Source: an optimization exercise on an open RTL-to-GDS flow (aim: small area). Production flows keep margins and buffers that such runs may drop. RTL that was checked went through simulation tests only; none was proved equivalent to the original. Only the layout flow was run in run 4; the RTL was not checked for function there. Power figures rest on the tool's default switching activity, not on a simulated workload.

==> design/flow/design.v <==
module i2c (
    input  wire        clk,
    input  wire        rst,
    input  wire        sda_i,
    output wire        sda_o,
    output wire        sda_oe,
    output wire        scl,
    output reg  [15:0] lux
);
    localparam [6:0] S24  = 7'd87;
    localparam [6:0] S39  = 7'd105;
    localparam [6:0] S106 = 7'd34;
    localparam [6:0] S124 = 7'd80;
    localparam [8:0] WSEED = 9'd89;     
    localparam [8:0] W0    = 9'd121;    
    localparam [8:0] WM    = 9'd309;    
    localparam [1:0] Q0 = 2'b00, Q1 = 2'b01, Q2 = 2'b11, Q3 = 2'b10;
    localparam [3:0] P_IDLE   = 4'b0000;   
    localparam [3:0] P_IDLEM  = 4'b0001;   
    localparam [3:0] P_IDLEL  = 4'b0011;   
    localparam [3:0] P_STOPR  = 4'b0010;   
    localparam [3:0] P_START  = 4'b0110;
    localparam [3:0] P_STOP   = 4'b0111;
    localparam [3:0] P_ADDR   = 4'b1000;
    localparam [3:0] P_OPC    = 4'b1001;
    localparam [3:0] P_MACK   = 4'b1010;
    localparam [3:0] P_MNACK  = 4'b1011;
    localparam [3:0] P_ACK1   = 4'b1100;
    localparam [3:0] P_ACK2   = 4'b1101;
    localparam [3:0] P_RDH    = 4'b1110;
    localparam [3:0] P_RDL    = 4'b1111;
    reg [6:0]  s;
    reg [1:0]  q;
    reg [3:0]  ph;
    reg [3:0]  bi;       
    reg        ack;
    reg        sda_r;
    reg [15:0] sh;
    wire hi0      = (s[6:1] == 6'd0);
    wire at0      = hi0 & ~s[0];
    wire at1      = hi0 & s[0];
    wire tick     = (s == S124);
    wire en_low   = ph[3] & ph[2];
    wire idle     = (ph == P_IDLE) | (ph == P_IDLEM) | (ph == P_IDLEL);
    wire in_ack   = (ph == P_ACK1) | (ph == P_ACK2);
    wire byte_ph  = (ph == P_ADDR) | (ph == P_OPC) | (ph == P_RDH) | (ph == P_RDL);
    wire tx_ph    = (ph == P_ADDR) | (ph == P_OPC);
    wire stop_ph  = (ph == P_STOP) | (ph == P_STOPR);
    wire slot_end = tick & (q == Q3);
    wire q1_end   = tick & (q == Q1);
    wire last_bit = bi[3] & ~bi[2];
    wire rd       = ~sh[6];              
    wire idle_end = ((ph == P_IDLE)  & (q == Q2) & at0) |
                    ((ph == P_IDLEM) & (q == Q3) & (s == S39) &
                     (sh[7] == WM[7]) & (sh[6] == WM[6]) & (sh[4] == WM[4]) &
                     (sh[2] == WM[2]) & (sh[1] == WM[1])) |
                    ((ph == P_IDLEL) & (q == Q0) & (s == S106) & (sh[8:0] == W0));
    reg  bit_v;
    always @* begin
        if (ph == P_ADDR)                
            bit_v = (bi[0] & ~bi[1]) | (bi[2] & ~bi[0]) | (last_bit & rd);
        else case (sh[4:3])
            2'd2:    bit_v = last_bit;                
            2'd0:    bit_v = bi[3] & ~bi[0];          
            2'd1:    bit_v = bi[1] & ~bi[2];          
            default: bit_v = 1'b0;                    
        endcase
    end
    assign sda_o  = sda_r;
    assign sda_oe = ~en_low;
    assign scl    = idle | q[0] | (stop_ph & q[1]);
    reg [3:0] ph_n;
    always @* begin
        ph_n = ph;
        case (ph)
            P_IDLE, P_IDLEM, P_IDLEL:
                      if (idle_end) ph_n = P_START;
            P_START:  if (slot_end) ph_n = P_ADDR;
            P_ADDR:   if (slot_end && last_bit) ph_n = P_ACK1;
            P_ACK1:   if (slot_end && ack) ph_n = rd ? P_RDH : P_OPC;
            P_OPC:    if (slot_end && last_bit) ph_n = P_ACK2;
            P_ACK2:   if (slot_end && ack) ph_n = P_STOP;
            P_RDH:    if (slot_end && last_bit) ph_n = P_MACK;
            P_MACK:   if (slot_end) ph_n = P_RDL;
            P_RDL:    if (slot_end && last_bit) ph_n = P_MNACK;
            P_MNACK:  if (slot_end) ph_n = P_STOPR;
            P_STOP:   if (slot_end) ph_n = sh[6] ? P_IDLE : P_IDLEM;
            P_STOPR:  if (slot_end) ph_n = P_IDLEL;
            default:  ph_n = ph;
        endcase
    end
    always @(posedge clk) begin
        if (rst)
            ph <= P_STOP;    
        else
            ph <= ph_n;
    end
    always @(posedge clk) begin
        if (rst || tick || idle_end)
            s <= 7'd0;
        else
            s <= {s[5:0], ~(s[6] ^ s[5])};
    end
    always @(posedge clk) begin
        if (rst || idle_end)
            q <= Q2;
        else if (tick && !(in_ack && q == Q3 && !ack))
            q <= {q[0], ~q[1]};
    end
    always @(posedge clk) begin
        if (rst)
            bi <= 4'b0000;
        else if (slot_end && byte_ph)
            bi <= {bi[2:0], ~bi[3]};
    end
    always @(posedge clk) begin
        if (!in_ack || slot_end)
            ack <= 1'b0;
        else if (!sda_i && (q == Q1 || (!tick && q != Q0)))
            ack <= 1'b1;
    end
    always @(posedge clk) begin
        if (rst)
            sda_r <= 1'b1;
        else if (at0 && q == Q0)
            sda_r <= tx_ph ? bit_v : (idle || ph == P_MNACK);
        else if (at0 && q == Q2 && ph == P_START)
            sda_r <= 1'b0;
        else if (s == S24 && q == Q3 && tx_ph)
            sda_r <= 1'b0;
        else if (q1_end && stop_ph)
            sda_r <= 1'b1;
    end
    wire sh_step = q1_end &&
                   (ph == P_RDH || ph == P_RDL || ph == P_IDLEM || ph == P_IDLEL ||
                    ph == P_STOP);
    wire sh_in   = en_low ? sda_i : ~(sh[8] ^ sh[4]);
    always @(posedge clk) begin
        if (rst)
            sh[8:0] <= W0;
        else if (ph == P_STOPR && slot_end)
            sh[8:0] <= WSEED;
        else if (sh_step)
            sh[8:0] <= {sh[7:0], sh_in};
        if (sh_step)
            sh[15:9] <= sh[14:8];
    end
    always @(posedge clk) begin
        if (rst)
            lux <= 16'h0;
        else if (ph == P_STOPR && q == Q2 && at1)
            lux <= sh;
    end
endmodule
module i2c_control (
    input  logic clk,
    input  logic rst,
    input  logic [7:0] sda_i,
    output logic [7:0] sda_o,
    output logic [7:0] sda_oe,
    output logic [7:0] scl,
    output logic [127:0] data_o
);
    genvar i;
    generate
        for (i = 0; i < 8; i = i + 1) begin : g_ch
            i2c U (
                .clk    (clk),
                .rst    (rst),
                .sda_i  (sda_i[i]),
                .sda_o  (sda_o[i]),
                .sda_oe (sda_oe[i]),
                .scl    (scl[i]),
                .lux    (data_o[16*i +: 16])
            );
        end
    endgenerate
endmodule
module top (
    input  logic clk,
    input  logic rst,
    output logic builtin_led,
    input  logic [7:0] sda_i,
    output logic [7:0] sda_o,
    output logic [7:0] sda_oe,
    output logic [7:0] scl,
    output logic [127:0] lux_data
);
    localparam [17:0] LEND = 18'd56963;
    logic [17:0] lc;
    logic        lend;
    assign lend = (lc == LEND);
    always_ff @(posedge clk) begin
        if (rst || lend)
            lc <= 18'd0;
        else
            lc <= {lc[16:0], ~(lc[17] ^ lc[10])};
    end
    always_ff @(posedge clk) begin
        if (rst)
            builtin_led <= 1'b0;
        else if (lend)
            builtin_led <= ~builtin_led;
    end
    i2c_control u_i2c_control (
        .clk    (clk),
        .rst    (rst),
        .sda_i  (sda_i),
        .sda_o  (sda_o),
        .sda_oe (sda_oe),
        .scl    (scl),
        .data_o (lux_data)
    );
endmodule
==> design/flow/flow/run.sh <==
#!/bin/bash
# Standard ORFS layout with port buffers made of the smallest buffer cell
# and a clock tree with larger sink clusters and no dummy loads.
set -euo pipefail
bash standard.sh "BUFFER_PORTS_ARGS=-buffer_cell sky130_fd_sc_hd__buf_1" \
  "CTS_ARGS=-sink_clustering_enable -repair_clock_nets -dont_use_dummy_load -sink_clustering_size 30 -sink_clustering_max_diameter 100" \
  finish > make_finish.log 2>&1
==> design/flow/standard.sh <==
#!/bin/bash
# synth_recipe.tcl (not shown) runs the flow's synth.tcl, then flattens the netlist and writes it again
# the make line also repeats each setting of config.mk as NAME=value (left out here)
make -C /OpenROAD-flow-scripts/flow DESIGN_CONFIG=/design/flow/config.mk WORK_HOME=/design/flow/orfs CLKGATE_MAP_FILE= SYNTH_SCRIPT=/design/flow/synth_recipe.tcl "${@:-finish}"
==> design/flow/config.mk <==
export PLATFORM = sky130hd
export DESIGN_NAME = top
export DESIGN_NICKNAME = top
export VERILOG_FILES = /design/flow/design.v
export SDC_FILE = /design/flow/constraint.sdc
export NUM_CORES = 4
export LEC_CHECK = 0
export CAP_MARGIN = 20
export CORE_MARGIN = 2
export CORE_UTILIZATION = 65
export SLEW_MARGIN = 20
==> design/flow/constraint.sdc <==
create_clock -name core_clock -period 10.0 [get_ports {clk}]
set_input_delay 2.0000 -clock core_clock [delete_from_list [all_inputs] [get_ports {clk}]]
set_output_delay 2.0000 -clock core_clock [all_outputs]
set_load 0.01 [all_outputs]
==> report_table.html, run 1 <==
<table>
<tr><th>Metric</th><th>Value</th></tr>
<tr><th colspan="2">Run status</th></tr>
<tr><td>Outcome</td><td>timing/DRC/antenna clean</td></tr>
<tr><th colspan="2">Drt</th></tr>
<tr><td>Total iterations of the first detailed-routing run</td><td>5</td></tr>
<tr><td>Number of antenna-violating nets in the routed design</td><td>0</td></tr>
<tr><td>Total routed wirelength</td><td>41.99 mm</td></tr>
<tr><td>Routed length per placed instance</td><td>16.34 um</td></tr>
<tr><td>Starting DRT DRC Count</td><td>1488</td></tr>
<tr><td>Ratio of routed vias to standard cells</td><td>5.954</td></tr>
<tr><td>Via count</td><td>15300</td></tr>
<tr><td>Final routed DRC violation total</td><td>0</td></tr>
<tr><th colspan="2">Worst setup path</th></tr>
<tr><td>FF-to-FF path depth</td><td>6</td></tr>
<tr><td>Launch point of the worst reg-to-reg path</td><td>u_i2c_control.g_ch[2].U.ph[1]$_SDFFE_PP1P_</td></tr>
<tr><td>CP Data Required Time</td><td>8.00 ns</td></tr>
<tr><td>Type of element capturing the critical path</td><td>output port</td></tr>
<tr><td>Worst reg2reg setup slack</td><td>7.34 ns</td></tr>
<tr><td>Reg2reg end</td><td>u_i2c_control.g_ch[2].U.ph[3]$_SDFFE_PP0P_</td></tr>
<tr><td>Worst endpoint data arrival time</td><td>2.15 ns</td></tr>
<tr><td>Category of the most critical setup path</td><td>reg -&gt; out</td></tr>
<tr><td>Critical Path Start Type</td><td>register</td></tr>
<tr><td>Critical path peak fanout</td><td>14</td></tr>
<tr><th colspan="2">Clock tree</th></tr>
<tr><td>Number of clock sinks seen by CTS</td><td>427</td></tr>
<tr><td>Insertion delay of the later-clocked pin in the worst-skew pair</td><td>0.53 ns</td></tr>
<tr><td>H-tree level count</td><td>1</td></tr>
<tr><td>Clock slew at reported path FFs</td><td>0.11 ns</td></tr>
<tr><td>Clk Tree Root Cell</td><td>sky130_fd_sc_hd__clkbuf_16</td></tr>
<tr><td>Number of clock buffers inserted by TritonCTS</td><td>18</td></tr>
<tr><td>Deepest clock path buffer count</td><td>3</td></tr>
<tr><td>Hold buffer count at CTS</td><td>0</td></tr>
<tr><td>Post-CTS setup buffers</td><td>0</td></tr>
<tr><td>Quantity of gates resized following cts</td><td>0</td></tr>
<tr><td>Clock tree from TritonCTS</td><td>yes</td></tr>
<tr><th colspan="2">GRT</th></tr>
<tr><td>Pin count of the biggest net entering global routing</td><td>160</td></tr>
<tr><td>Wire length of the first global-routing pass</td><td>69.83 mm</td></tr>
<tr><td>Total Routing Usage GR</td><td>0.2649</td></tr>
<tr><td>Number of antenna violations at the first check in global routing</td><td>0</td></tr>
<tr><td>Via count of the first global-routing pass</td><td>14120</td></tr>
<tr><td>GRT Residual Overflow</td><td>0</td></tr>
<tr><th colspan="2">Run</th></tr>
<tr><td>MaxCap Viol Count</td><td>0</td></tr>
<tr><th colspan="2">Timing</th></tr>
<tr><td>Setup repair after global routing missed its margin</td><td>no</td></tr>
<tr><td>Relative slew slack</td><td>0.3939</td></tr>
<tr><td>Hold violation count in the final report</td><td>0</td></tr>
<tr><td>Portion of the clock cycle consumed by the worst path in the final layout</td><td>0.4149</td></tr>
<tr><td>Slew at the pin closest to its max-slew limit</td><td>0.9030 ns</td></tr>
<tr><td>Setup skew after layout</td><td>0.03509 ns</td></tr>
<tr><td>Top achievable clock speed</td><td>241.0 MHz</td></tr>
<tr><td>Final sum of negative setup slack</td><td>0 ns</td></tr>
<tr><td>Hold slack</td><td>0.4529 ns</td></tr>
<tr><td>Time the final worst path needs with I/O delays and setup</td><td>4.149 ns</td></tr>
<tr><td>Pins Over Slew Limit</td><td>0</td></tr>
<tr><td>Final setup viols</td><td>0</td></tr>
<tr><th colspan="2">Final layout</th></tr>
<tr><td>Share of post-route cells with drive strength above 1</td><td>0.02836</td></tr>
<tr><td>Area of the multi-input gates</td><td>0.009194 mm2</td></tr>
<tr><td>Sequential Area</td><td>0.009109 mm2</td></tr>
<tr><td>Post-layout instance area</td><td>0.02011 mm2</td></tr>
<tr><td>Filler instances</td><td>2414</td></tr>
<tr><td>Syn-to-layout area delta</td><td>4.547%</td></tr>
<tr><td>Antenna Diode Count</td><td>0</td></tr>
<tr><td>Post-layout net count</td><td>2206</td></tr>
<tr><td>Post-layout instance count excluding filler cells</td><td>2570</td></tr>
<tr><th colspan="2">Worst hold path</th></tr>
<tr><td>Hold crit path type</td><td>reg -&gt; reg</td></tr>
<tr><td>Hold endpoint</td><td>u_i2c_control.g_ch[1].U.lux[3]$_SDFFE_PP0P_</td></tr>
<tr><td>Start point of the worst min-delay path</td><td>u_i2c_control.g_ch[1].U.lux[3]$_SDFFE_PP0P_</td></tr>
<tr><td>Hold path cells</td><td>2</td></tr>
<tr><th colspan="2">Logic synthesis</th></tr>
<tr><td>Ys flop type</td><td>sky130_fd_sc_hd__dfxtp_1</td></tr>
<tr><td>Number of warning messages in the yosys log</td><td>2</td></tr>
<tr><td>Top cells by instance count after synthesis</td><td>sky130_fd_sc_hd__dfxtp_1, sky130_fd_sc_hd__nand2_1, sky130_fd_sc_hd__nor2_1, sky130_fd_sc_hd__mux2i_1, sky130_fd_sc_hd__clkbuf_1</td></tr>
<tr><td>Fraction of the yosys area taken by sequential cells</td><td>0.4736</td></tr>
<tr><td>Number of flops mapped to enable cells by yosys</td><td>56</td></tr>
<tr><td>Post-Synthesis Cells</td><td>2165</td></tr>
<tr><td>Syn Std Cell Area</td><td>0.01923 mm2</td></tr>
<tr><td>Leading post-synthesis cells by cell area</td><td>sky130_fd_sc_hd__dfxtp_1, sky130_fd_sc_hd__edfxtp_1, sky130_fd_sc_hd__mux2i_1</td></tr>
<tr><td>Largest area contributor in the synthesized netlist</td><td>sky130_fd_sc_hd__dfxtp_1</td></tr>
<tr><td>Register bit total from synthesis</td><td>427</td></tr>
<tr><td>Distinct cell type count after synthesis</td><td>91</td></tr>
<tr><td>Share of the synthesized area in the top cell type</td><td>0.3861</td></tr>
<tr><td>Mapped Avg Cell Area</td><td>8.884 um2</td></tr>
<tr><td>Nets in the synthesized netlist</td><td>2183</td></tr>
<tr><td>FFs w/ async S/R, synth</td><td>0</td></tr>
<tr><td>Most frequent cell after synthesis</td><td>sky130_fd_sc_hd__dfxtp_1</td></tr>
<tr><th colspan="2">Power and ir drop</th></tr>
<tr><td>Net load switching power</td><td>0.001049 W</td></tr>
<tr><td>Leakage power</td><td>7.569 nW</td></tr>
<tr><td>Worst ir drop on vdd</td><td>0.1420 mV</td></tr>
<tr><td>Comb pwr share</td><td>0.187</td></tr>
<tr><td>Power Internal</td><td>0.002410 W</td></tr>
<tr><td>Sequential fraction of design power</td><td>0.575</td></tr>
<tr><td>Switching share of total power</td><td>0.3033</td></tr>
<tr><td>PD cells</td><td>172.0 mW/mm2</td></tr>
<tr><td>Clock power frac</td><td>0.238</td></tr>
<tr><td>Tot Pwr</td><td>0.003458 W</td></tr>
<tr><th colspan="2">Floorplanning</th></tr>
<tr><td>DIE AREA</td><td>0.03098 mm2</td></tr>
<tr><td>Number of core rows</td><td>62</td></tr>
<tr><td>Count of boundary I/O pins</td><td>163</td></tr>
<tr><td>Chip Height</td><td>176.0 um</td></tr>
<tr><td>Effective utilization at floorplan</td><td>0.6647</td></tr>
<tr><td>Horizontal die dimension</td><td>176.0 um</td></tr>
<tr><td>Core outline area</td><td>0.02894 mm2</td></tr>
<tr><th colspan="2">Placement</th></tr>
<tr><td>Total half-perimeter wirelength after legalization and detailed placement</td><td>28.58 mm</td></tr>
<tr><td>Placer congestion estimate</td><td>0.9083</td></tr>
<tr><td>Post-placement cell count</td><td>2552</td></tr>
<tr><td>Post-DP Area</td><td>0.01966 mm2</td></tr>
<tr><td>Count of input and output buffers</td><td>162</td></tr>
</table>
cells by family (layout without fill, tap and decap cells):
kind of cell             after synthesis  in the layout  synth area share
adder cells (fa/ha/maj)                8              8          0.005204
AND/OR/NAND/NOR                      961            961            0.2575
XOR/XNOR                              19             19          0.008652
multiplexers                         165            165           0.08606
flip-flops                           427            427            0.4736
buffers and inverters                220            241           0.04879
AO/OA/AOI/OAI                        365            365            0.1202
stage by stage:
stage | util | setup slack [ns]
floorplan | - | 6.560
global route | 0.6950 | 5.672
detailed placement | 0.6794 | 5.811
finish | 0.6950 | 5.851
global placement | 0.6794 | 5.872
CTS | 0.6950 | 5.834
worst max-delay path by stage:
| stage | depth (start not counted) | end | start |
|---|---|---|---|
| floorplan | 7 | scl[3] | u_i2c_control.g_ch[3].U.ph[2]$_SDFFE_PP1P_ |
| global placement | 6 | u_i2c_control.g_ch[0].U.s[3]$_SDFF_PP0_ | rst |
| detailed placement | 6 | u_i2c_control.g_ch[0].U.s[5]$_SDFF_PP0_ | rst |
| CTS | 6 | scl[5] | u_i2c_control.g_ch[5].U.ph[1]$_SDFFE_PP1P_ |
| global route | 6 | scl[5] | u_i2c_control.g_ch[5].U.ph[1]$_SDFFE_PP1P_ |
| finish | 6 | scl[5] | u_i2c_control.g_ch[5].U.ph[1]$_SDFFE_PP1P_ |
flip-flops by register name, indices dropped and copies added, names as in the netlist:
register,flops
builtin_led,1
lc,18
u_i2c_control.g_ch.U.ack,8
u_i2c_control.g_ch.U.bi,32
u_i2c_control.g_ch.U.lux,128
u_i2c_control.g_ch.U.ph,32
u_i2c_control.g_ch.U.q,16
u_i2c_control.g_ch.U.s,56
u_i2c_control.g_ch.U.sda_r,8
u_i2c_control.g_ch.U.sh,128
final cells by class:
cell class | instances | share of cell area
Clock buffer | 18 | 0.02240
Tap cell | 384 | 0.02389
Inverter | 55 | 0.01027
Timing Repair Buffer | 168 | 0.03329
Sequential cell | 427 | 0.4530
Multi-Input combinational cell | 1518 | 0.4572
routing by layer:
layer | wire (um) | part of all wire | GRT usage | up-vias
li1 | - | - | - | 7625
met2 | 18860 | 0.45 | 0.4242 | 401
met4 | 1066 | 0.025 | 0.06921 | 0
met1 | 19770 | 0.47 | 0.3759 | 7205
met5 | 0 | 0 | 0 | -
met3 | 2290 | 0.055 | 0.04134 | 71
cell usage in the layout, fill, tap and decap left out, types with 11 or more instances in the layout:
master,instances
sky130_fd_sc_hd__a21oi_1,119
sky130_fd_sc_hd__a31oi_1,19
sky130_fd_sc_hd__and2_1,37
sky130_fd_sc_hd__and3_1,38
sky130_fd_sc_hd__and4b_1,14
sky130_fd_sc_hd__buf_1,161
sky130_fd_sc_hd__clkbuf_16,18
sky130_fd_sc_hd__dfxtp_1,371
sky130_fd_sc_hd__edfxtp_1,56
sky130_fd_sc_hd__inv_1,54
sky130_fd_sc_hd__mux2i_1,162
sky130_fd_sc_hd__nand2_1,298
sky130_fd_sc_hd__nand2b_1,26
sky130_fd_sc_hd__nand3_1,41
sky130_fd_sc_hd__nand3b_1,17
sky130_fd_sc_hd__nand4_1,17
sky130_fd_sc_hd__nand4b_1,16
sky130_fd_sc_hd__nor2_1,251
sky130_fd_sc_hd__nor2b_1,40
sky130_fd_sc_hd__nor3_1,27
sky130_fd_sc_hd__nor3b_1,12
sky130_fd_sc_hd__nor4_1,30
sky130_fd_sc_hd__nor4b_1,17
sky130_fd_sc_hd__nor4bb_1,17
sky130_fd_sc_hd__o211ai_1,20
sky130_fd_sc_hd__o21ai_0,89
sky130_fd_sc_hd__or2_2,11
sky130_fd_sc_hd__xnor2_1,17
power groups by stage:
stage / registers, W / clock network [W] / logic, W
global route: 0.00201 / 0.000903 / 0.000733
floorplan: 0.00187 / 0 / 0.000665
detailed placement: 0.00202 / 0 / 0.000639
finish: 0.00199 / 0.000823 / 0.000648
CTS: 0.00198 / 0.000848 / 0.000642
global placement: 0.00202 / 0 / 0.000623
critical path, stage by stage (launching register included):
cell                       delay [ns]
sky130_fd_sc_hd__dfxtp_1         0.67
sky130_fd_sc_hd__inv_1           0.23
sky130_fd_sc_hd__nor2_1          0.27
sky130_fd_sc_hd__nor2_1          0.07
sky130_fd_sc_hd__a21oi_1         0.14
sky130_fd_sc_hd__o21bai_1        0.09
sky130_fd_sc_hd__buf_1           0.16
==> inputs of run 2 (changes only) <==
--- a/design/flow/config.mk
+++ b/design/flow/config.mk
@@ -8,4 +8,4 @@
 export CAP_MARGIN = 20
 export CORE_MARGIN = 2
-export CORE_UTILIZATION = 65
+export CORE_UTILIZATION = 40
 export SLEW_MARGIN = 20
==> run 2 against run 1 <==
Total power increased by 0.56%. Routed wire length grew 5.0%. Worst setup slack gained 0.019 ns. Sequential share of layout area fell by 0.66 points. Critical path depth unchanged. Core utilization fell by 27 points. Sequential cell count stayed put. Sequential power barely moved. Worst hold slack improved by 0.0020 ns. Register-to-register slack worse by 0.06 ns. Synthesized cell count stayed put. Critical endpoint unchanged. Largest cell class unchanged. Highest routed layer is now met5.
==> report_table.html, run 2 <==
<table>
<tr><th>Metric</th><th>Value</th></tr>
<tr><th colspan="2">Clock tree</th></tr>
<tr><td>Insertion delay of the later-clocked pin in the worst-skew pair</td><td>0.55 ns</td></tr>
<tr><td>Clock slew at reported path FFs</td><td>0.11 ns</td></tr>
<tr><td>H-tree level count</td><td>1</td></tr>
<tr><td>Post-CTS setup buffers</td><td>0</td></tr>
<tr><td>Number of clock sinks seen by CTS</td><td>427</td></tr>
<tr><td>Clk Tree Root Cell</td><td>sky130_fd_sc_hd__clkbuf_16</td></tr>
<tr><td>Clock tree from TritonCTS</td><td>yes</td></tr>
<tr><td>Deepest clock path buffer count</td><td>3</td></tr>
<tr><td>Number of clock buffers inserted by TritonCTS</td><td>18</td></tr>
<tr><td>Quantity of gates resized following cts</td><td>0</td></tr>
<tr><td>Hold buffer count at CTS</td><td>0</td></tr>
<tr><th colspan="2">Logic synthesis</th></tr>
<tr><td>Ys flop type</td><td>sky130_fd_sc_hd__dfxtp_1</td></tr>
<tr><td>Fraction of the yosys area taken by sequential cells</td><td>0.4736</td></tr>
<tr><td>Syn Std Cell Area</td><td>0.01923 mm2</td></tr>
<tr><td>Mapped Avg Cell Area</td><td>8.884 um2</td></tr>
<tr><td>Simple-gate portion of the synthesized area</td><td>0.2575</td></tr>
<tr><td>Register bit total from synthesis</td><td>427</td></tr>
<tr><td>Largest area contributor in the synthesized netlist</td><td>sky130_fd_sc_hd__dfxtp_1</td></tr>
<tr><td>XOR/XNOR Fraction of Synth Area</td><td>0.008652</td></tr>
<tr><td>Distinct cell type count after synthesis</td><td>91</td></tr>
<tr><td>Most frequent cell after synthesis</td><td>sky130_fd_sc_hd__dfxtp_1</td></tr>
<tr><td>Adder-cell area share of the yosys netlist</td><td>0.005204</td></tr>
<tr><td>Multiplexer share of the synthesized area</td><td>0.08606</td></tr>
<tr><td>FFs w/ async S/R, synth</td><td>0</td></tr>
<tr><td>Post-Synthesis Cells</td><td>2165</td></tr>
<tr><td>Combinational family with the most area after synthesis</td><td>simple AND/OR/NAND/NOR gates</td></tr>
<tr><td>Share of the synthesized area in the top cell type</td><td>0.3861</td></tr>
<tr><td>Top cells by instance count after synthesis</td><td>sky130_fd_sc_hd__dfxtp_1, sky130_fd_sc_hd__nand2_1, sky130_fd_sc_hd__nor2_1, sky130_fd_sc_hd__mux2i_1, sky130_fd_sc_hd__clkbuf_1</td></tr>
<tr><td>Number of flops mapped to enable cells by yosys</td><td>56</td></tr>
<tr><td>Complex-gate fraction of the synthesized area</td><td>0.1202</td></tr>
<tr><td>Nets in the synthesized netlist</td><td>2183</td></tr>
<tr><td>Number of warning messages in the yosys log</td><td>2</td></tr>
<tr><td>Leading post-synthesis cells by cell area</td><td>sky130_fd_sc_hd__dfxtp_1, sky130_fd_sc_hd__edfxtp_1, sky130_fd_sc_hd__mux2i_1</td></tr>
<tr><th colspan="2">Run status</th></tr>
<tr><td>Outcome</td><td>timing/DRC/antenna clean</td></tr>
<tr><th colspan="2">Power and ir drop</th></tr>
<tr><td>Net load switching power</td><td>0.001068 W</td></tr>
<tr><td>Worst ir drop on vdd</td><td>0.1391 mV</td></tr>
<tr><td>Switching share of total power</td><td>0.3070</td></tr>
<tr><td>Leakage power</td><td>7.578 nW</td></tr>
<tr><td>Comb pwr share</td><td>0.186</td></tr>
<tr><td>Sequential fraction of design power</td><td>0.571</td></tr>
<tr><td>PD cells</td><td>170.4 mW/mm2</td></tr>
<tr><td>Power Internal</td><td>0.002410 W</td></tr>
<tr><td>Clock power frac</td><td>0.242</td></tr>
<tr><th colspan="2">Timing</th></tr>
<tr><td>Hold slack</td><td>0.4550 ns</td></tr>
<tr><td>Hold violation count in the final report</td><td>0</td></tr>
<tr><td>Pins Over Slew Limit</td><td>0</td></tr>
<tr><td>Final sum of negative setup slack</td><td>0 ns</td></tr>
<tr><td>Portion of the clock cycle consumed by the worst path in the final layout</td><td>0.4130</td></tr>
<tr><td>Time the final worst path needs with I/O delays and setup</td><td>4.130 ns</td></tr>
<tr><td>Relative slew slack</td><td>0.3514</td></tr>
<tr><td>Setup skew after layout</td><td>0.02574 ns</td></tr>
<tr><td>Final setup viols</td><td>0</td></tr>
<tr><td>Setup repair after global routing missed its margin</td><td>no</td></tr>
<tr><td>Slew at the pin closest to its max-slew limit</td><td>0.9663 ns</td></tr>
<tr><td>Top achievable clock speed</td><td>242.1 MHz</td></tr>
<tr><th colspan="2">Worst setup path</th></tr>
<tr><td>CP Data Required Time</td><td>8.00 ns</td></tr>
<tr><td>Bufs and invs on worst path</td><td>2</td></tr>
<tr><td>Slowest cell delay on critical path</td><td>0.66 ns</td></tr>
<tr><td>Cell breakdown of the critical path</td><td>inv_1 -&gt; nor2_1 -&gt; nor2_1 -&gt; a21oi_1 -&gt; o21bai_1 -&gt; buf_1</td></tr>
<tr><td>Critical Path Start Type</td><td>register</td></tr>
<tr><td>Worst endpoint data arrival time</td><td>2.13 ns</td></tr>
<tr><td>Worst reg2reg setup slack</td><td>7.28 ns</td></tr>
<tr><td>Category of the most critical setup path</td><td>reg -&gt; out</td></tr>
<tr><td>Critical path's top delay family</td><td>flip-flops</td></tr>
<tr><td>Most Frequent Cell on Critical Path</td><td>sky130_fd_sc_hd__nor2_1</td></tr>
<tr><td>Reg2reg end</td><td>u_i2c_control.g_ch[4].U.sh[10]$_DFFE_PP_</td></tr>
<tr><td>FF-to-FF path depth</td><td>5</td></tr>
<tr><td>Critical path peak fanout</td><td>14</td></tr>
<tr><td>Launch point of the worst reg-to-reg path</td><td>u_i2c_control.g_ch[4].U.s[0]$_SDFF_PP0_</td></tr>
<tr><td>CP max stage cell</td><td>sky130_fd_sc_hd__dfxtp_1</td></tr>
<tr><td>Type of element capturing the critical path</td><td>output port</td></tr>
<tr><th colspan="2">Worst hold path</th></tr>
<tr><td>Hold crit path type</td><td>reg -&gt; reg</td></tr>
<tr><td>Hold endpoint</td><td>u_i2c_control.g_ch[1].U.lux[6]$_SDFFE_PP0P_</td></tr>
<tr><td>Hold path cells</td><td>2</td></tr>
<tr><td>Start point of the worst min-delay path</td><td>u_i2c_control.g_ch[1].U.lux[6]$_SDFFE_PP0P_</td></tr>
<tr><th colspan="2">GRT</th></tr>
<tr><td>Total Routing Usage GR</td><td>0.1727</td></tr>
<tr><td>GRT Residual Overflow</td><td>0</td></tr>
<tr><td>Wire length of the first global-routing pass</td><td>73.55 mm</td></tr>
<tr><td>Number of antenna violations at the first check in global routing</td><td>1</td></tr>
<tr><td>Via count of the first global-routing pass</td><td>14390</td></tr>
<tr><td>Pin count of the biggest net entering global routing</td><td>73</td></tr>
<tr><th colspan="2">Drt</th></tr>
<tr><td>Total routed wirelength</td><td>44.09 mm</td></tr>
<tr><td>Starting DRT DRC Count</td><td>1164</td></tr>
<tr><td>Number of antenna-violating nets in the routed design</td><td>0</td></tr>
<tr><td>Ratio of routed vias to standard cells</td><td>5.453</td></tr>
<tr><td>Final routed DRC violation total</td><td>0</td></tr>
<tr><td>Via count</td><td>15280</td></tr>
<tr><td>Total iterations of the first detailed-routing run</td><td>6</td></tr>
<tr><td>Routed length per placed instance</td><td>15.73 um</td></tr>
<tr><th colspan="2">Final layout</th></tr>
<tr><td>Sequential Area</td><td>0.009109 mm2</td></tr>
<tr><td>Regs by FF count</td><td>u_i2c_control.g_ch.U.lux x128, u_i2c_control.g_ch.U.sh x128, u_i2c_control.g_ch.U.s x56</td></tr>
<tr><td>Antenna Diode Count</td><td>0</td></tr>
<tr><td>Syn-to-layout area delta</td><td>6.095%</td></tr>
<tr><td>Commonest cells after routing, fill and taps aside</td><td>sky130_fd_sc_hd__dfxtp_1, sky130_fd_sc_hd__nand2_1, sky130_fd_sc_hd__nor2_1</td></tr>
<tr><td>Post-layout instance area</td><td>0.02041 mm2</td></tr>
<tr><td>Area of the multi-input gates</td><td>0.009200 mm2</td></tr>
<tr><td>Leading cell type in the layout, fill and taps excluded</td><td>sky130_fd_sc_hd__dfxtp_1</td></tr>
<tr><td>Post-layout net count</td><td>2208</td></tr>
<tr><td>Filler instances</td><td>4732</td></tr>
<tr><td>Core Util, Final</td><td>0.4283</td></tr>
<tr><td>Post-layout instance count excluding filler cells</td><td>2803</td></tr>
<tr><td>Share of post-route cells with drive strength above 1</td><td>0.03016</td></tr>
<tr><th colspan="2">Floorplanning</th></tr>
<tr><td>Effective utilization at floorplan</td><td>0.4037</td></tr>
<tr><td>Number of core rows</td><td>80</td></tr>
<tr><td>DIE AREA</td><td>0.04986 mm2</td></tr>
<tr><td>Chip Height</td><td>223.3 um</td></tr>
<tr><td>Core outline area</td><td>0.04765 mm2</td></tr>
<tr><td>Horizontal die dimension</td><td>223.3 um</td></tr>
<tr><td>Count of boundary I/O pins</td><td>163</td></tr>
<tr><th colspan="2">Placement</th></tr>
<tr><td>Placer congestion estimate</td><td>0.8661</td></tr>
<tr><td>Total half-perimeter wirelength after legalization and detailed placement</td><td>30.42 mm</td></tr>
<tr><td>Post-DP Area</td><td>0.01995 mm2</td></tr>
<tr><td>Count of input and output buffers</td><td>162</td></tr>
<tr><td>Post-placement cell count</td><td>2785</td></tr>
<tr><th colspan="2">Run</th></tr>
<tr><td>MaxCap Viol Count</td><td>0</td></tr>
</table>
-- run 2: cell counts after synthesis --
Identical to the previous run, type by type.
-- run 2: worst max-delay path by stage --
stage,to,startpoint,cells after the start
finish,scl[5],u_i2c_control.g_ch[5].U.ph[1]$_SDFFE_PP1P_,6
global route,scl[5],u_i2c_control.g_ch[5].U.ph[1]$_SDFFE_PP1P_,6
CTS,scl[6],u_i2c_control.g_ch[6].U.ph[3]$_SDFFE_PP0P_,4
detailed placement,u_i2c_control.g_ch[6].U.s[0]$_SDFF_PP0_,rst,6
global placement,u_i2c_control.g_ch[6].U.s[5]$_SDFF_PP0_,rst,6
floorplan,scl[3],u_i2c_control.g_ch[3].U.ph[2]$_SDFFE_PP1P_,7
-- run 2: worst min-delay path: stages, from the launching register on --
cell	delay, ns
sky130_fd_sc_hd__dfxtp_1	0.32
sky130_fd_sc_hd__nand2_1	0.05
sky130_fd_sc_hd__a21oi_1	0.05
-- run 2: cell families (layout without fill, tap and decap cells) --
family                     Yosys count  after routing
and+or+nand+nor                    961            961
buffers and inverters              220            243
muxes                              165            165
xor gates and xnor gates            19             19
adders and majority gates            8              8
AOI/OAI and AO/OA                  365            365
DFF                                427            427
-- run 2: per-layer routing --
layer  track usage  part of all wire
met5             0           0.00029
met4       0.04538             0.022
met3       0.02871             0.054
met2        0.2748              0.44
met1        0.2432              0.48
-- run 2: power by group through the flow --
stage                     clock network [W]  registers, W  logic, W
final                              0.000843       0.00199  0.000647
after global routing               0.000937       0.00201  0.000738
after CTS                          0.000892       0.00198  0.000647
after detailed placement                  0       0.00202  0.000644
after global placement                    0       0.00202  0.000634
after floorplan                           0       0.00187  0.000665
-- run 2: through the flow --
stage               power [W]  worst slack, ns
floorplan            0.002532            6.560
global placement     0.002657            5.479
detailed placement   0.002666            5.438
CTS                  0.003523            5.829
global route         0.003686            5.629
finish               0.003478            5.870
-- run 2: area by class of cell --
class,instances,area share
sequential,427,0.4464
tap,615,0.03771
clock buffer,18,0.02207
timing repair buffer,170,0.03292
multi-input combinational,1518,0.4508
inverter,55,0.01012
==> inputs of run 3 (changes only) <==
--- a/design/flow/design.v
+++ b/design/flow/design.v
@@ -34,6 +34,5 @@
     reg [3:0]  ph;
     reg [3:0]  bi;       
-    reg        ack;
-    reg        sda_r;
+    reg        sda_r;    
     reg [15:0] sh;
     wire hi0      = (s[6:1] == 6'd0);
@@ -51,4 +50,5 @@
     wire last_bit = bi[3] & ~bi[2];
     wire rd       = ~sh[6];              
+    wire ack      = sda_r;               
     wire idle_end = ((ph == P_IDLE)  & (q == Q2) & at0) |
                     ((ph == P_IDLEM) & (q == Q3) & (s == S39) &
@@ -115,12 +115,8 @@
     end
     always @(posedge clk) begin
-        if (!in_ack || slot_end)
-            ack <= 1'b0;
-        else if (!sda_i && (q == Q1 || (!tick && q != Q0)))
-            ack <= 1'b1;
-    end
-    always @(posedge clk) begin
         if (rst)
             sda_r <= 1'b1;
+        else if (in_ack)
+            sda_r <= !slot_end && (sda_r || (!sda_i && (q == Q1 || (!tick && q != Q0))));
         else if (at0 && q == Q0)
             sda_r <= tx_ph ? bit_v : (idle || ph == P_MNACK);
==> run 3 against run 2 <==
Global-route usage grew 0.18 points. Critical path depth fell by 1. Combinational power is 26% lower. Fmax fell by 0.84%. Register-to-register slack worse by 0.09 ns. Clock skew increased by 0.023 ns. Area after synthesis grew 0.33%. Sequential cell count decreased by 8. Cell area grew 0.50%. Cell count rose by 1.2%. Largest cell class unchanged. Largest power group unchanged.
==> report_table.html, run 3 <==
<table>
<tr><th>Metric</th><th>Value</th></tr>
<tr><th colspan="2">Final layout</th></tr>
<tr><td>Commonest cells after routing, fill and taps aside</td><td>sky130_fd_sc_hd__dfxtp_1, sky130_fd_sc_hd__nand2_1, sky130_fd_sc_hd__nor2_1</td></tr>
<tr><td>Antenna Diode Count</td><td>0</td></tr>
<tr><td>Post-layout net count</td><td>2242</td></tr>
<tr><td>Share of post-route cells with drive strength above 1</td><td>0.02925</td></tr>
<tr><td>Syn-to-layout area delta</td><td>6.276%</td></tr>
<tr><td>Leading cell type in the layout, fill and taps excluded</td><td>sky130_fd_sc_hd__dfxtp_1</td></tr>
<tr><td>Regs by FF count</td><td>u_i2c_control.g_ch.U.lux x128, u_i2c_control.g_ch.U.sh x128, u_i2c_control.g_ch.U.s x56</td></tr>
<tr><th colspan="2">Drt</th></tr>
<tr><td>Via count</td><td>15720</td></tr>
<tr><td>Number of antenna-violating nets in the routed design</td><td>0</td></tr>
<tr><td>Total iterations of the first detailed-routing run</td><td>5</td></tr>
<tr><td>Ratio of routed vias to standard cells</td><td>5.540</td></tr>
<tr><td>Starting DRT DRC Count</td><td>1233</td></tr>
<tr><td>Total routed wirelength</td><td>44.83 mm</td></tr>
<tr><td>Routed length per placed instance</td><td>15.80 um</td></tr>
<tr><td>Final routed DRC violation total</td><td>0</td></tr>
<tr><th colspan="2">Power and ir drop</th></tr>
<tr><td>Comb pwr share</td><td>0.147</td></tr>
<tr><td>Power Internal</td><td>0.002317 W</td></tr>
<tr><td>Sequential fraction of design power</td><td>0.584</td></tr>
<tr><td>Worst ir drop on vdd</td><td>0.1153 mV</td></tr>
<tr><td>Clock power frac</td><td>0.269</td></tr>
<tr><td>Switching share of total power</td><td>0.2879</td></tr>
<tr><td>Net load switching power</td><td>0.0009369 W</td></tr>
<tr><td>Leakage power</td><td>7.927 nW</td></tr>
<tr><td>PD cells</td><td>158.6 mW/mm2</td></tr>
<tr><th colspan="2">Floorplanning</th></tr>
<tr><td>Core outline area</td><td>0.04765 mm2</td></tr>
<tr><td>Number of core rows</td><td>80</td></tr>
<tr><td>DIE AREA</td><td>0.05002 mm2</td></tr>
<tr><td>Chip Height</td><td>223.7 um</td></tr>
<tr><td>Count of boundary I/O pins</td><td>163</td></tr>
<tr><td>Effective utilization at floorplan</td><td>0.4050</td></tr>
<tr><td>Horizontal die dimension</td><td>223.7 um</td></tr>
<tr><th colspan="2">GRT</th></tr>
<tr><td>Via count of the first global-routing pass</td><td>14450</td></tr>
<tr><td>Number of antenna violations at the first check in global routing</td><td>0</td></tr>
<tr><td>Pin count of the biggest net entering global routing</td><td>84</td></tr>
<tr><td>Total Routing Usage GR</td><td>0.1745</td></tr>
<tr><td>GRT Residual Overflow</td><td>0</td></tr>
<tr><td>Wire length of the first global-routing pass</td><td>74.63 mm</td></tr>
<tr><th colspan="2">Logic synthesis</th></tr>
<tr><td>Number of flops mapped to enable cells by yosys</td><td>56</td></tr>
<tr><td>Fraction of the yosys area taken by sequential cells</td><td>0.4637</td></tr>
<tr><td>Largest area contributor in the synthesized netlist</td><td>sky130_fd_sc_hd__dfxtp_1</td></tr>
<tr><td>Share of the synthesized area in the top cell type</td><td>0.3766</td></tr>
<tr><td>Top cells by instance count after synthesis</td><td>sky130_fd_sc_hd__dfxtp_1, sky130_fd_sc_hd__nand2_1, sky130_fd_sc_hd__nor2_1, sky130_fd_sc_hd__mux2i_1, sky130_fd_sc_hd__a21oi_1</td></tr>
<tr><td>Distinct cell type count after synthesis</td><td>85</td></tr>
<tr><td>Ys flop type</td><td>sky130_fd_sc_hd__dfxtp_1</td></tr>
<tr><td>Nets in the synthesized netlist</td><td>2217</td></tr>
<tr><td>Number of warning messages in the yosys log</td><td>2</td></tr>
<tr><td>FFs w/ async S/R, synth</td><td>0</td></tr>
<tr><td>Leading post-synthesis cells by cell area</td><td>sky130_fd_sc_hd__dfxtp_1, sky130_fd_sc_hd__edfxtp_1, sky130_fd_sc_hd__mux2i_1</td></tr>
<tr><td>Post-Synthesis Cells</td><td>2199</td></tr>
<tr><td>Most frequent cell after synthesis</td><td>sky130_fd_sc_hd__dfxtp_1</td></tr>
<tr><td>Register bit total from synthesis</td><td>419</td></tr>
<tr><td>Syn Std Cell Area</td><td>0.01930 mm2</td></tr>
<tr><td>Mapped Avg Cell Area</td><td>8.776 um2</td></tr>
<tr><th colspan="2">Clock tree</th></tr>
<tr><td>Clock tree from TritonCTS</td><td>yes</td></tr>
<tr><td>Clock slew at reported path FFs</td><td>0.11 ns</td></tr>
<tr><td>Number of clock sinks seen by CTS</td><td>419</td></tr>
<tr><td>Post-CTS setup buffers</td><td>0</td></tr>
<tr><td>Insertion delay of the later-clocked pin in the worst-skew pair</td><td>0.55 ns</td></tr>
<tr><td>Hold buffer count at CTS</td><td>0</td></tr>
<tr><td>H-tree level count</td><td>1</td></tr>
<tr><td>Clk Tree Root Cell</td><td>sky130_fd_sc_hd__clkbuf_16</td></tr>
<tr><td>Number of clock buffers inserted by TritonCTS</td><td>20</td></tr>
<tr><td>Deepest clock path buffer count</td><td>3</td></tr>
<tr><td>Quantity of gates resized following cts</td><td>0</td></tr>
<tr><th colspan="2">Timing</th></tr>
<tr><td>Final sum of negative setup slack</td><td>0 ns</td></tr>
<tr><td>Relative slew slack</td><td>0.3223</td></tr>
<tr><td>Final setup viols</td><td>0</td></tr>
<tr><td>Hold violation count in the final report</td><td>0</td></tr>
<tr><td>Setup skew after layout</td><td>0.04869 ns</td></tr>
<tr><td>Pins Over Slew Limit</td><td>0</td></tr>
<tr><td>Top achievable clock speed</td><td>240.1 MHz</td></tr>
<tr><td>Slew at the pin closest to its max-slew limit</td><td>1.014 ns</td></tr>
<tr><td>Setup repair after global routing missed its margin</td><td>no</td></tr>
<tr><td>Portion of the clock cycle consumed by the worst path in the final layout</td><td>0.4165</td></tr>
<tr><td>Final worst setup slack</td><td>5.835 ns</td></tr>
<tr><td>Time the final worst path needs with I/O delays and setup</td><td>4.165 ns</td></tr>
<tr><th colspan="2">Worst setup path</th></tr>
<tr><td>Critical path's top delay family</td><td>flip-flops</td></tr>
<tr><td>CP max stage cell</td><td>sky130_fd_sc_hd__dfxtp_1</td></tr>
<tr><td>Worst endpoint data arrival time</td><td>2.17 ns</td></tr>
<tr><td>Bufs and invs on worst path</td><td>1</td></tr>
<tr><td>Critical Path Start Type</td><td>register</td></tr>
<tr><td>Cell breakdown of the critical path</td><td>nor2b_1 -&gt; nor2_1 -&gt; a21oi_1 -&gt; o21ai_0 -&gt; buf_1</td></tr>
<tr><td>Type of element capturing the critical path</td><td>output port</td></tr>
<tr><td>CP Data Required Time</td><td>8.00 ns</td></tr>
<tr><td>Worst reg2reg setup slack</td><td>7.19 ns</td></tr>
<tr><td>Slowest cell delay on critical path</td><td>0.73 ns</td></tr>
<tr><td>Category of the most critical setup path</td><td>reg -&gt; out</td></tr>
<tr><td>Critical path peak fanout</td><td>19</td></tr>
<tr><th colspan="2">Worst hold path</th></tr>
<tr><td>Hold crit path type</td><td>reg -&gt; reg</td></tr>
<tr><th colspan="2">Placement</th></tr>
<tr><td>Placer congestion estimate</td><td>0.8858</td></tr>
<tr><td>Worst slack at placement</td><td>5.450 ns</td></tr>
<tr><td>Total half-perimeter wirelength after legalization and detailed placement</td><td>30.67 mm</td></tr>
<tr><td>Count of input and output buffers</td><td>162</td></tr>
<tr><th colspan="2">Run</th></tr>
<tr><td>MaxCap Viol Count</td><td>0</td></tr>
<tr><th colspan="2">Run status</th></tr>
<tr><td>Outcome</td><td>timing/DRC/antenna clean</td></tr>
</table>
[run 3: kinds of logic after synthesis]
group / synth area share
fa+ha+maj: 0.005187
xor+xnor: 0.008623
compound gates: 0.1282
buf+inv: 0.05128
mux: 0.08253
simple gates: 0.2605
flops: 0.4637
[run 3: final cells by class]
cell class / count / area [um2]
Clock buffer: 20 / 500.5
Sequential cell: 419 / 8949
Multi-Input combinational cell: 1553 / 9379
Fill cell: 4721 / 27140
Timing Repair Buffer: 172 / 694.4
Tap cell: 615 / 769.5
Inverter: 58 / 217.7
[run 3: worst paths after layout]
path / start / to / depth (start not counted)
min: u_i2c_control.g_ch[4].U.sh[12]$_DFFE_PP_ / u_i2c_control.g_ch[4].U.sh[13]$_DFFE_PP_ / 0
max reg2reg: u_i2c_control.g_ch[7].U.s[1]$_SDFF_PP0_ / u_i2c_control.g_ch[7].U.sh[10]$_DFFE_PP_ / 5
min reg2reg: u_i2c_control.g_ch[4].U.sh[12]$_DFFE_PP_ / u_i2c_control.g_ch[4].U.sh[13]$_DFFE_PP_ / 0
max: u_i2c_control.g_ch[1].U.ph[1]$_SDFFE_PP1P_ / scl[1] / 5
[run 3: through the flow]
stage	area [um2]	power [W]	instances	hold slack, ns	util
floorplan	19300	0.002306	2199	0.4257	-
global placement	19980	0.002398	2815	0.4294	0.4194
detailed placement	20000	0.002410	2817	0.4318	0.4198
CTS	20500	0.003294	2837	0.4104	0.4303
global route	20510	0.003435	2837	0.4123	0.4305
finish	20510	0.003254	2837	0.4076	0.4305
[run 3: power by group through the flow]
stage	clock network, W	registers [W]	logic (W)
4_1_cts	0.000921	0.00190	0.000477
3_3_place_gp	0	0.00193	0.000466
2_1_floorplan	0	0.00181	0.000494
3_5_place_dp	0	0.00193	0.000475
5_1_grt	0.000968	0.00192	0.000548
6_report	0.000875	0.00190	0.000478
[run 3: layer usage]
layer / GRT usage / wire length, um
met5: 0 / 0
met2: 0.2792 / 20350
met4: 0.03634 / 813
met1: 0.2535 / 21740
met3: 0.02072 / 1924
==> inputs of run 4 (changes only) <==
--- a/design/flow/design.v
+++ b/design/flow/design.v
@@ -56,15 +56,10 @@
                      (sh[2] == WM[2]) & (sh[1] == WM[1])) |
                     ((ph == P_IDLEL) & (q == Q0) & (s == S106) & (sh[8:0] == W0));
-    reg  bit_v;
-    always @* begin
-        if (ph == P_ADDR)                
-            bit_v = (bi[0] & ~bi[1]) | (bi[2] & ~bi[0]) | (last_bit & rd);
-        else case (sh[4:3])
-            2'd2:    bit_v = last_bit;                
-            2'd0:    bit_v = bi[3] & ~bi[0];          
-            2'd1:    bit_v = bi[1] & ~bi[2];          
-            default: bit_v = 1'b0;                    
-        endcase
-    end
+    wire j0  = bi[3] & ~bi[2];
+    wire j12 = bi[2] & ~bi[0];
+    wire j5  = bi[1] & ~bi[2];
+    wire j6  = bi[0] & ~bi[1];
+    wire bit_v = (ph == P_ADDR) ? (j6 | j12 | (j0 & rd))           
+                                : ((j0 & ~sh[3]) | (j12 & sh[2]) | (j5 & ~sh[5]));
     assign sda_o  = sda_r;
     assign sda_oe = ~en_low;
==> run 4 against run 3 <==
Sequential power is 2% higher. Still clean on timing, DRC and antenna. Cell area is 1.3% lower. Via count is 3.0% lower. Critical endpoint is now scl[7].
==> report_table.html, run 4 <==
<table>
<tr><th>Metric</th><th>Value</th></tr>
<tr><th colspan="2">Worst setup path</th></tr>
<tr><td>Type of element capturing the critical path</td><td>output port</td></tr>
<tr><td>CP Data Required Time</td><td>8.00 ns</td></tr>
<tr><td>Critical path peak fanout</td><td>15</td></tr>
<tr><td>Critical Path Start Type</td><td>register</td></tr>
<tr><td>Category of the most critical setup path</td><td>reg -&gt; out</td></tr>
<tr><td>Worst reg2reg setup slack</td><td>7.13 ns</td></tr>
<tr><td>Worst endpoint data arrival time</td><td>2.23 ns</td></tr>
<tr><th colspan="2">Drt</th></tr>
<tr><td>Total routed wirelength</td><td>44.21 mm</td></tr>
<tr><td>Total iterations of the first detailed-routing run</td><td>5</td></tr>
<tr><td>Ratio of routed vias to standard cells</td><td>5.438</td></tr>
<tr><td>Routed length per placed instance</td><td>15.77 um</td></tr>
<tr><td>Number of antenna-violating nets in the routed design</td><td>0</td></tr>
<tr><td>Via count</td><td>15240</td></tr>
<tr><td>Final routed DRC violation total</td><td>0</td></tr>
<tr><td>Starting DRT DRC Count</td><td>1221</td></tr>
<tr><th colspan="2">Logic synthesis</th></tr>
<tr><td>Number of flops mapped to enable cells by yosys</td><td>56</td></tr>
<tr><td>Share of the synthesized area in the top cell type</td><td>0.3827</td></tr>
<tr><td>Largest area contributor in the synthesized netlist</td><td>sky130_fd_sc_hd__dfxtp_1</td></tr>
<tr><td>Syn Std Cell Area</td><td>0.01899 mm2</td></tr>
<tr><td>Fraction of the yosys area taken by sequential cells</td><td>0.4713</td></tr>
<tr><td>FFs w/ async S/R, synth</td><td>0</td></tr>
<tr><td>Post-Synthesis Cells</td><td>2161</td></tr>
<tr><td>Register bit total from synthesis</td><td>419</td></tr>
<tr><td>Mapped Avg Cell Area</td><td>8.787 um2</td></tr>
<tr><td>Nets in the synthesized netlist</td><td>2179</td></tr>
<tr><td>Leading post-synthesis cells by cell area</td><td>sky130_fd_sc_hd__dfxtp_1, sky130_fd_sc_hd__edfxtp_1, sky130_fd_sc_hd__mux2i_1</td></tr>
<tr><td>Ys flop type</td><td>sky130_fd_sc_hd__dfxtp_1</td></tr>
<tr><td>Number of warning messages in the yosys log</td><td>2</td></tr>
<tr><td>Top cells by instance count after synthesis</td><td>sky130_fd_sc_hd__dfxtp_1, sky130_fd_sc_hd__nand2_1, sky130_fd_sc_hd__nor2_1, sky130_fd_sc_hd__mux2i_1, sky130_fd_sc_hd__a21oi_1</td></tr>
<tr><td>Most frequent cell after synthesis</td><td>sky130_fd_sc_hd__dfxtp_1</td></tr>
<tr><td>Distinct cell type count after synthesis</td><td>77</td></tr>
<tr><th colspan="2">Clock tree</th></tr>
<tr><td>Post-CTS setup buffers</td><td>0</td></tr>
<tr><td>Deepest clock path buffer count</td><td>3</td></tr>
<tr><td>H-tree level count</td><td>1</td></tr>
<tr><td>Quantity of gates resized following cts</td><td>0</td></tr>
<tr><td>Clk Tree Root Cell</td><td>sky130_fd_sc_hd__clkbuf_16</td></tr>
<tr><td>Insertion delay of the later-clocked pin in the worst-skew pair</td><td>0.55 ns</td></tr>
<tr><td>Number of clock sinks seen by CTS</td><td>419</td></tr>
<tr><td>Hold buffer count at CTS</td><td>0</td></tr>
<tr><td>Clock tree from TritonCTS</td><td>yes</td></tr>
<tr><td>Clock slew at reported path FFs</td><td>0.11 ns</td></tr>
<tr><td>Number of clock buffers inserted by TritonCTS</td><td>19</td></tr>
<tr><th colspan="2">Timing</th></tr>
<tr><td>Time the final worst path needs with I/O delays and setup</td><td>4.229 ns</td></tr>
<tr><td>Hold violation count in the final report</td><td>0</td></tr>
<tr><td>Final sum of negative setup slack</td><td>0 ns</td></tr>
<tr><td>Relative slew slack</td><td>0.3044</td></tr>
<tr><td>Pins Over Slew Limit</td><td>0</td></tr>
<tr><td>Setup skew after layout</td><td>0.05423 ns</td></tr>
<tr><td>Top achievable clock speed</td><td>236.5 MHz</td></tr>
<tr><td>Setup repair after global routing missed its margin</td><td>no</td></tr>
<tr><td>Portion of the clock cycle consumed by the worst path in the final layout</td><td>0.4229</td></tr>
<tr><td>Final setup viols</td><td>0</td></tr>
<tr><td>Slew at the pin closest to its max-slew limit</td><td>1.040 ns</td></tr>
<tr><th colspan="2">Final layout</th></tr>
<tr><td>Leading cell type in the layout, fill and taps excluded</td><td>sky130_fd_sc_hd__dfxtp_1</td></tr>
<tr><td>Commonest cells after routing, fill and taps aside</td><td>sky130_fd_sc_hd__dfxtp_1, sky130_fd_sc_hd__nand2_1, sky130_fd_sc_hd__nor2_1</td></tr>
<tr><td>Post-layout net count</td><td>2216</td></tr>
<tr><td>Core Util, Final</td><td>0.4339</td></tr>
<tr><td>Antenna Diode Count</td><td>0</td></tr>
<tr><td>Syn-to-layout area delta</td><td>6.616%</td></tr>
<tr><td>Regs by FF count</td><td>u_i2c_control.g_ch.U.lux x128, u_i2c_control.g_ch.U.sh x128, u_i2c_control.g_ch.U.s x56</td></tr>
<tr><td>Share of post-route cells with drive strength above 1</td><td>0.02413</td></tr>
<tr><th colspan="2">Power and ir drop</th></tr>
<tr><td>Leakage power</td><td>8.008 nW</td></tr>
<tr><td>Switching share of total power</td><td>0.3088</td></tr>
<tr><td>Net load switching power</td><td>0.001060 W</td></tr>
<tr><td>Worst ir drop on vdd</td><td>0.1568 mV</td></tr>
<tr><td>Clock power frac</td><td>0.250</td></tr>
<tr><td>Power Internal</td><td>0.002372 W</td></tr>
<tr><td>Comb pwr share</td><td>0.185</td></tr>
<tr><td>Sequential fraction of design power</td><td>0.565</td></tr>
<tr><td>PD cells</td><td>169.5 mW/mm2</td></tr>
<tr><th colspan="2">Floorplanning</th></tr>
<tr><td>Effective utilization at floorplan</td><td>0.4070</td></tr>
<tr><td>DIE AREA</td><td>0.04923 mm2</td></tr>
<tr><td>Core outline area</td><td>0.04665 mm2</td></tr>
<tr><td>Chip Height</td><td>221.9 um</td></tr>
<tr><td>Count of boundary I/O pins</td><td>163</td></tr>
<tr><td>Number of core rows</td><td>79</td></tr>
<tr><td>Horizontal die dimension</td><td>221.9 um</td></tr>
<tr><th colspan="2">GRT</th></tr>
<tr><td>Number of antenna violations at the first check in global routing</td><td>0</td></tr>
<tr><td>Via count of the first global-routing pass</td><td>14160</td></tr>
<tr><td>Wire length of the first global-routing pass</td><td>73.08 mm</td></tr>
<tr><td>GRT Residual Overflow</td><td>0</td></tr>
<tr><td>Total Routing Usage GR</td><td>0.1727</td></tr>
<tr><td>Pin count of the biggest net entering global routing</td><td>68</td></tr>
<tr><th colspan="2">Placement</th></tr>
<tr><td>Total half-perimeter wirelength after legalization and detailed placement</td><td>30.45 mm</td></tr>
<tr><td>Placer congestion estimate</td><td>0.8655</td></tr>
<tr><td>Count of input and output buffers</td><td>162</td></tr>
<tr><th colspan="2">Run status</th></tr>
<tr><td>Outcome</td><td>timing/DRC/antenna clean</td></tr>
<tr><th colspan="2">Run</th></tr>
<tr><td>MaxCap Viol Count</td><td>0</td></tr>
<tr><th colspan="2">Worst hold path</th></tr>
<tr><td>Hold crit path type</td><td>reg -&gt; reg</td></tr>
</table>
==> run 4: worst max-delay path, cell delays in order (launching register included) <==
cell and delay [ns]:
sky130_fd_sc_hd__dfxtp_1 0.69, sky130_fd_sc_hd__inv_1 0.19, sky130_fd_sc_hd__nor2_1 0.28, sky130_fd_sc_hd__nor2_1 0.09, sky130_fd_sc_hd__a21oi_1 0.15, sky130_fd_sc_hd__o21bai_1 0.11
sky130_fd_sc_hd__buf_1 0.17
==> run 4: cell families after synthesis <==
kind of cell / count (synthesis) / synth area share
DFF: 419 / 0.4713
AOI/OAI and AO/OA: 394 / 0.1331
xor gates and xnor gates: 22 / 0.01015
and+or+nand+nor: 930 / 0.2482
buffers and inverters: 235 / 0.05133
adders and majority gates: 8 / 0.005272
muxes: 153 / 0.08072
==> run 4: path summary, 6_finish.rpt <==
kind / startpoint / endpoint / depth (start not counted)
max reg2reg: u_i2c_control.g_ch[2].U.ph[1]$_SDFFE_PP1P_ / u_i2c_control.g_ch[2].U.ph[1]$_SDFFE_PP1P_ / 6
min reg2reg: u_i2c_control.g_ch[4].U.sh[11]$_DFFE_PP_ / u_i2c_control.g_ch[4].U.sh[12]$_DFFE_PP_ / 0
min: u_i2c_control.g_ch[4].U.sh[11]$_DFFE_PP_ / u_i2c_control.g_ch[4].U.sh[12]$_DFFE_PP_ / 0
max: u_i2c_control.g_ch[7].U.ph[1]$_SDFFE_PP1P_ / scl[7] / 6
==> run 4: stage by stage <==
| step | total power (W) | worst slack, ns | area (um2) | cells | hold WS (ns) |
|---|---|---|---|---|---|
| 2_1_floorplan | 0.002467 | 6.651 | 18990 | 2161 | 0.4257 |
| 4_1_cts | 0.003469 | 5.769 | 20240 | 2803 | 0.4336 |
| 3_3_place_gp | 0.002591 | 6.009 | 19760 | 2783 | 0.4291 |
| 6_report | 0.003432 | 5.771 | 20240 | 2803 | 0.4367 |
| 3_5_place_dp | 0.002602 | 5.916 | 19770 | 2784 | 0.4312 |
| 5_1_grt | 0.003636 | 5.586 | 20240 | 2803 | 0.4419 |
==> run 4: power groups by stage <==
stage / combinational [W] / clock (W) / sequential (W)
after floorplan: 0.000640 / 0 / 0.00183
after global placement: 0.000619 / 0 / 0.00197
after detailed placement: 0.000629 / 0 / 0.00197
after CTS: 0.000633 / 0.000901 / 0.00194
after global routing: 0.000723 / 0.000952 / 0.00196
final: 0.000635 / 0.000856 / 0.00194
==> run 4: cell type report <==
type | count | area (um2)
Multi-Input combinational cell | 1507 | 9074
Clock buffer | 19 | 475.5
Timing Repair Buffer | 172 | 690.7
Fill cell | 4674 | 26410
Sequential cell | 419 | 8949
Inverter | 79 | 296.5
Tap cell | 607 | 759.5
==> run 4: routing by layer <==
layer,global-route usage,share of wire
met4,0.04425,0.020
met3,0.02306,0.043
met5,0,0
met2,0.2749,0.45
met1,0.2468,0.49
==> inputs of run 5 (changes only) <==
--- a/design/flow/design.v
+++ b/design/flow/design.v
@@ -35,5 +35,6 @@
     reg [3:0]  bi;       
     reg        sda_r;    
-    reg [15:0] sh;
+    reg [8:0]  sh;
+    reg [6:0]  ring;     
     wire hi0      = (s[6:1] == 6'd0);
     wire at0      = hi0 & ~s[0];
@@ -129,17 +130,17 @@
     always @(posedge clk) begin
         if (rst)
-            sh[8:0] <= W0;
+            sh <= W0;
         else if (ph == P_STOPR && slot_end)
-            sh[8:0] <= WSEED;
+            sh <= WSEED;
         else if (sh_step)
-            sh[8:0] <= {sh[7:0], sh_in};
-        if (sh_step)
-            sh[15:9] <= sh[14:8];
-    end
+            sh <= {sh[7:0], sh_in};
+    end
+    always @(posedge clk)
+        ring <= {ring[5:0], sh_step ? sh[8] : ring[6]};
     always @(posedge clk) begin
         if (rst)
             lux <= 16'h0;
         else if (ph == P_STOPR && q == Q2 && at1)
-            lux <= sh;
+            lux <= {ring[4], ring[1], ring[5], ring[2], ring[6], ring[3], ring[0], sh};
     end
 endmodule
==> run 5 against run 4 <==
Still clean on timing, DRC and antenna. Via count up 0.29%. Core utilization down 0.12 points. Worst hold slack worse by 0.10 ns. Cell count up 0.78%. Critical path type unchanged. Largest power group unchanged. Highest routed layer unchanged.
==> report_table.html, run 5 <==
<table>
<tr><th>Metric</th><th>Value</th></tr>
<tr><th colspan="2">Final layout</th></tr>
<tr><td>Post-layout net count</td><td>2245</td></tr>
<tr><td>Top register by number of flip-flops</td><td>u_i2c_control.g_ch.U.lux</td></tr>
<tr><td>Leading cell type in the layout, fill and taps excluded</td><td>sky130_fd_sc_hd__dfxtp_1</td></tr>
<tr><td>Antenna Diode Count</td><td>0</td></tr>
<tr><th colspan="2">Clock tree</th></tr>
<tr><td>Number of clock sinks seen by CTS</td><td>419</td></tr>
<tr><td>Post-CTS setup buffers</td><td>0</td></tr>
<tr><td>Clock tree from TritonCTS</td><td>yes</td></tr>
<tr><td>H-tree level count</td><td>1</td></tr>
<tr><td>Clk Tree Root Cell</td><td>sky130_fd_sc_hd__clkbuf_16</td></tr>
<tr><td>Hold buffer count at CTS</td><td>0</td></tr>
<tr><td>Insertion delay of the later-clocked pin in the worst-skew pair</td><td>0.55 ns</td></tr>
<tr><th colspan="2">Drt</th></tr>
<tr><td>Via count</td><td>15290</td></tr>
<tr><td>Total routed wirelength</td><td>44.55 mm</td></tr>
<tr><td>Final routed DRC violation total</td><td>0</td></tr>
<tr><td>Starting DRT DRC Count</td><td>1013</td></tr>
<tr><th colspan="2">GRT</th></tr>
<tr><td>Layer with the highest usage after global routing</td><td>met2</td></tr>
<tr><td>GR met1 Demand/Resource</td><td>0.2529</td></tr>
<tr><td>Total Routing Usage GR</td><td>0.1799</td></tr>
<tr><td>Met3 usage</td><td>0.02328</td></tr>
<tr><td>Pin count of the biggest net entering global routing</td><td>65</td></tr>
<tr><td>GR Util met2</td><td>0.2975</td></tr>
<tr><th colspan="2">Logic synthesis</th></tr>
<tr><td>Largest area contributor in the synthesized netlist</td><td>sky130_fd_sc_hd__dfxtp_1</td></tr>
<tr><td>Number of warning messages in the yosys log</td><td>2</td></tr>
<tr><td>Post-Synthesis Cells</td><td>2201</td></tr>
<tr><td>Ys flop type</td><td>sky130_fd_sc_hd__dfxtp_1</td></tr>
<tr><td>Register bit total from synthesis</td><td>419</td></tr>
<tr><td>Number of flops mapped to enable cells by yosys</td><td>0</td></tr>
<tr><th colspan="2">Timing</th></tr>
<tr><td>Slew at the pin closest to its max-slew limit</td><td>1.032 ns</td></tr>
<tr><td>Hold violation count in the final report</td><td>0</td></tr>
<tr><td>Relative slew slack</td><td>0.3122</td></tr>
<tr><td>Portion of the clock cycle consumed by the worst path in the final layout</td><td>0.4244</td></tr>
<tr><td>Pins Over Slew Limit</td><td>0</td></tr>
<tr><td>Final sum of negative setup slack</td><td>0 ns</td></tr>
<tr><td>Final worst setup slack</td><td>5.756 ns</td></tr>
<tr><td>Setup repair after global routing missed its margin</td><td>no</td></tr>
<tr><th colspan="2">Worst setup path</th></tr>
<tr><td>Type of element capturing the critical path</td><td>output port</td></tr>
<tr><td>Category of the most critical setup path</td><td>reg -&gt; out</td></tr>
<tr><td>Launch point of the worst reg-to-reg path</td><td>u_i2c_control.g_ch[3].U.s[1]$_SDFF_PP0_</td></tr>
<tr><td>Start point of the critical path</td><td>u_i2c_control.g_ch[3].U.ph[1]$_SDFFE_PP1P_</td></tr>
<tr><td>Worst reg2reg setup slack</td><td>7.26 ns</td></tr>
<tr><td>Critical Path Start Type</td><td>register</td></tr>
<tr><td>FF-to-FF path depth</td><td>6</td></tr>
<tr><td>Critical path peak fanout</td><td>15</td></tr>
<tr><th colspan="2">Worst hold path</th></tr>
<tr><td>Start point of the worst min-delay path</td><td>u_i2c_control.g_ch[5].U.ring[0]$_DFF_P_</td></tr>
<tr><td>Hold path cells</td><td>0</td></tr>
<tr><th colspan="2">Floorplanning</th></tr>
<tr><td>Effective utilization at floorplan</td><td>0.4067</td></tr>
<tr><td>Core outline area</td><td>0.04548 mm2</td></tr>
<tr><td>Chip Height</td><td>219.0 um</td></tr>
<tr><th colspan="2">Run status</th></tr>
<tr><td>Outcome</td><td>timing/DRC/antenna clean</td></tr>
</table>
[run 5: cell count changes in the layout (fill, tap and decap cells not counted), sizes merged, moves of 14 or more]
cell    previous run  this run
nor4bb            26        10
o21ai             88        73
dfxtp            363       419
edfxtp            56         0
nor2             257       198
mux2i            152       118
a21oi            129       167
inv               78        64
nand2            280       373
[run 5: layout make-up]
type / count / area (um2)
Clock buffer: 19 / 475.5
Fill cell: 4642 / 25800
Inverter: 64 / 240.2
Multi-Input combinational cell: 1555 / 9168
Sequential cell: 419 / 8388
Tap cell: 600 / 750.7
Timing Repair Buffer: 168 / 656.9
[run 5: through the flow]
step           cell area [um2]  total power (W)  std cells  utilization  hold slack, ns
2_1_floorplan            18500         0.002229       2201            -          0.3301
3_3_place_gp             19200         0.002321       2806       0.4223          0.3326
3_5_place_dp             19200         0.002328       2806       0.4223          0.3359
4_1_cts                  19680         0.003197       2825       0.4327          0.3412
5_1_grt                  19680         0.003321       2825       0.4327          0.3428
6_report                 19680         0.003152       2825       0.4327          0.3342
[run 5: logic make-up (layout without fill, tap and decap cells)]
family          Yosys count  count (layout)  share of synthesized area
buf+inv                 227             251                    0.05121
compound gates          433             433                     0.1495
xor+xnor                 19              19                   0.008997
mux                     126             126                    0.06873
simple gates            969             969                     0.2627
fa+ha+maj                 8               8                   0.005412
flops                   419             419                     0.4535
[run 5: routing by layer]
metal	wire (um)	vias to the layer above
met1	21330	7265
met4	710	0
li1	-	7732
met2	20730	258
met5	0	-
met3	1776	31
[run 5: worst max path at each step]
stage / endpoint / slack [ns] / cells past startpoint
final: scl[3] / 5.76 / 5
after global routing: scl[1] / 5.55 / 6
after CTS: scl[3] / 5.74 / 5
after detailed placement: u_i2c_control.g_ch[5].U.s[0]$_SDFF_PP0_ / 5.35 / 6
after global placement: u_i2c_control.g_ch[5].U.s[0]$_SDFF_PP0_ / 5.42 / 6
after floorplan: scl[1] / 6.56 / 8
[run 5: report_power, final]
| group | internal, W | switching, W | total [W] |
|---|---|---|---|
| sequential | 0.00171 | 0.000134 | 0.00184 |
| clock | 0.000343 | 0.000514 | 0.000857 |
| combinational | 0.000191 | 0.000260 | 0.000451 |
| total | 0.00224 | 0.000909 | 0.00315 |
[run 5: worst max-delay path, stage by stage, from the launching register on]
cell	delay, ns
sky130_fd_sc_hd__dfxtp_1	0.63
sky130_fd_sc_hd__inv_1	0.18
sky130_fd_sc_hd__o21ai_0	0.30
sky130_fd_sc_hd__a21oi_1	0.12
sky130_fd_sc_hd__or2_2	0.30
sky130_fd_sc_hd__buf_1	0.16

## static timing again, ports no longer ideal
How much do the figures lean on ideal ports? The routed layouts below were timed once more, with nothing changed but the port constraints. Step 1: set_driving_cell puts a clkbuf_16 on clk and a buf_2 on each other input, an assumption about the parent block. Step 2 times the ports against the registers' clock, not the clock port: input delays grow and output delays shrink by t, the midpoint of the rising clock arrivals with the driver on. Three values: no drivers, after step 1, after step 2; two values: the first two.
run	shift t [ns]	setup WS [ns]
run 1	0.568	5.851 / 5.799 / 5.798
run 2	0.581	5.870 / 5.817 / 5.480
run 3	0.586	5.835 / 5.781 / 5.548
run 4	0.579	5.771 / 5.714 / 5.949
run 5	0.588	5.756 / 5.698 / 5.428
After both steps every run listed still meets setup and hold.
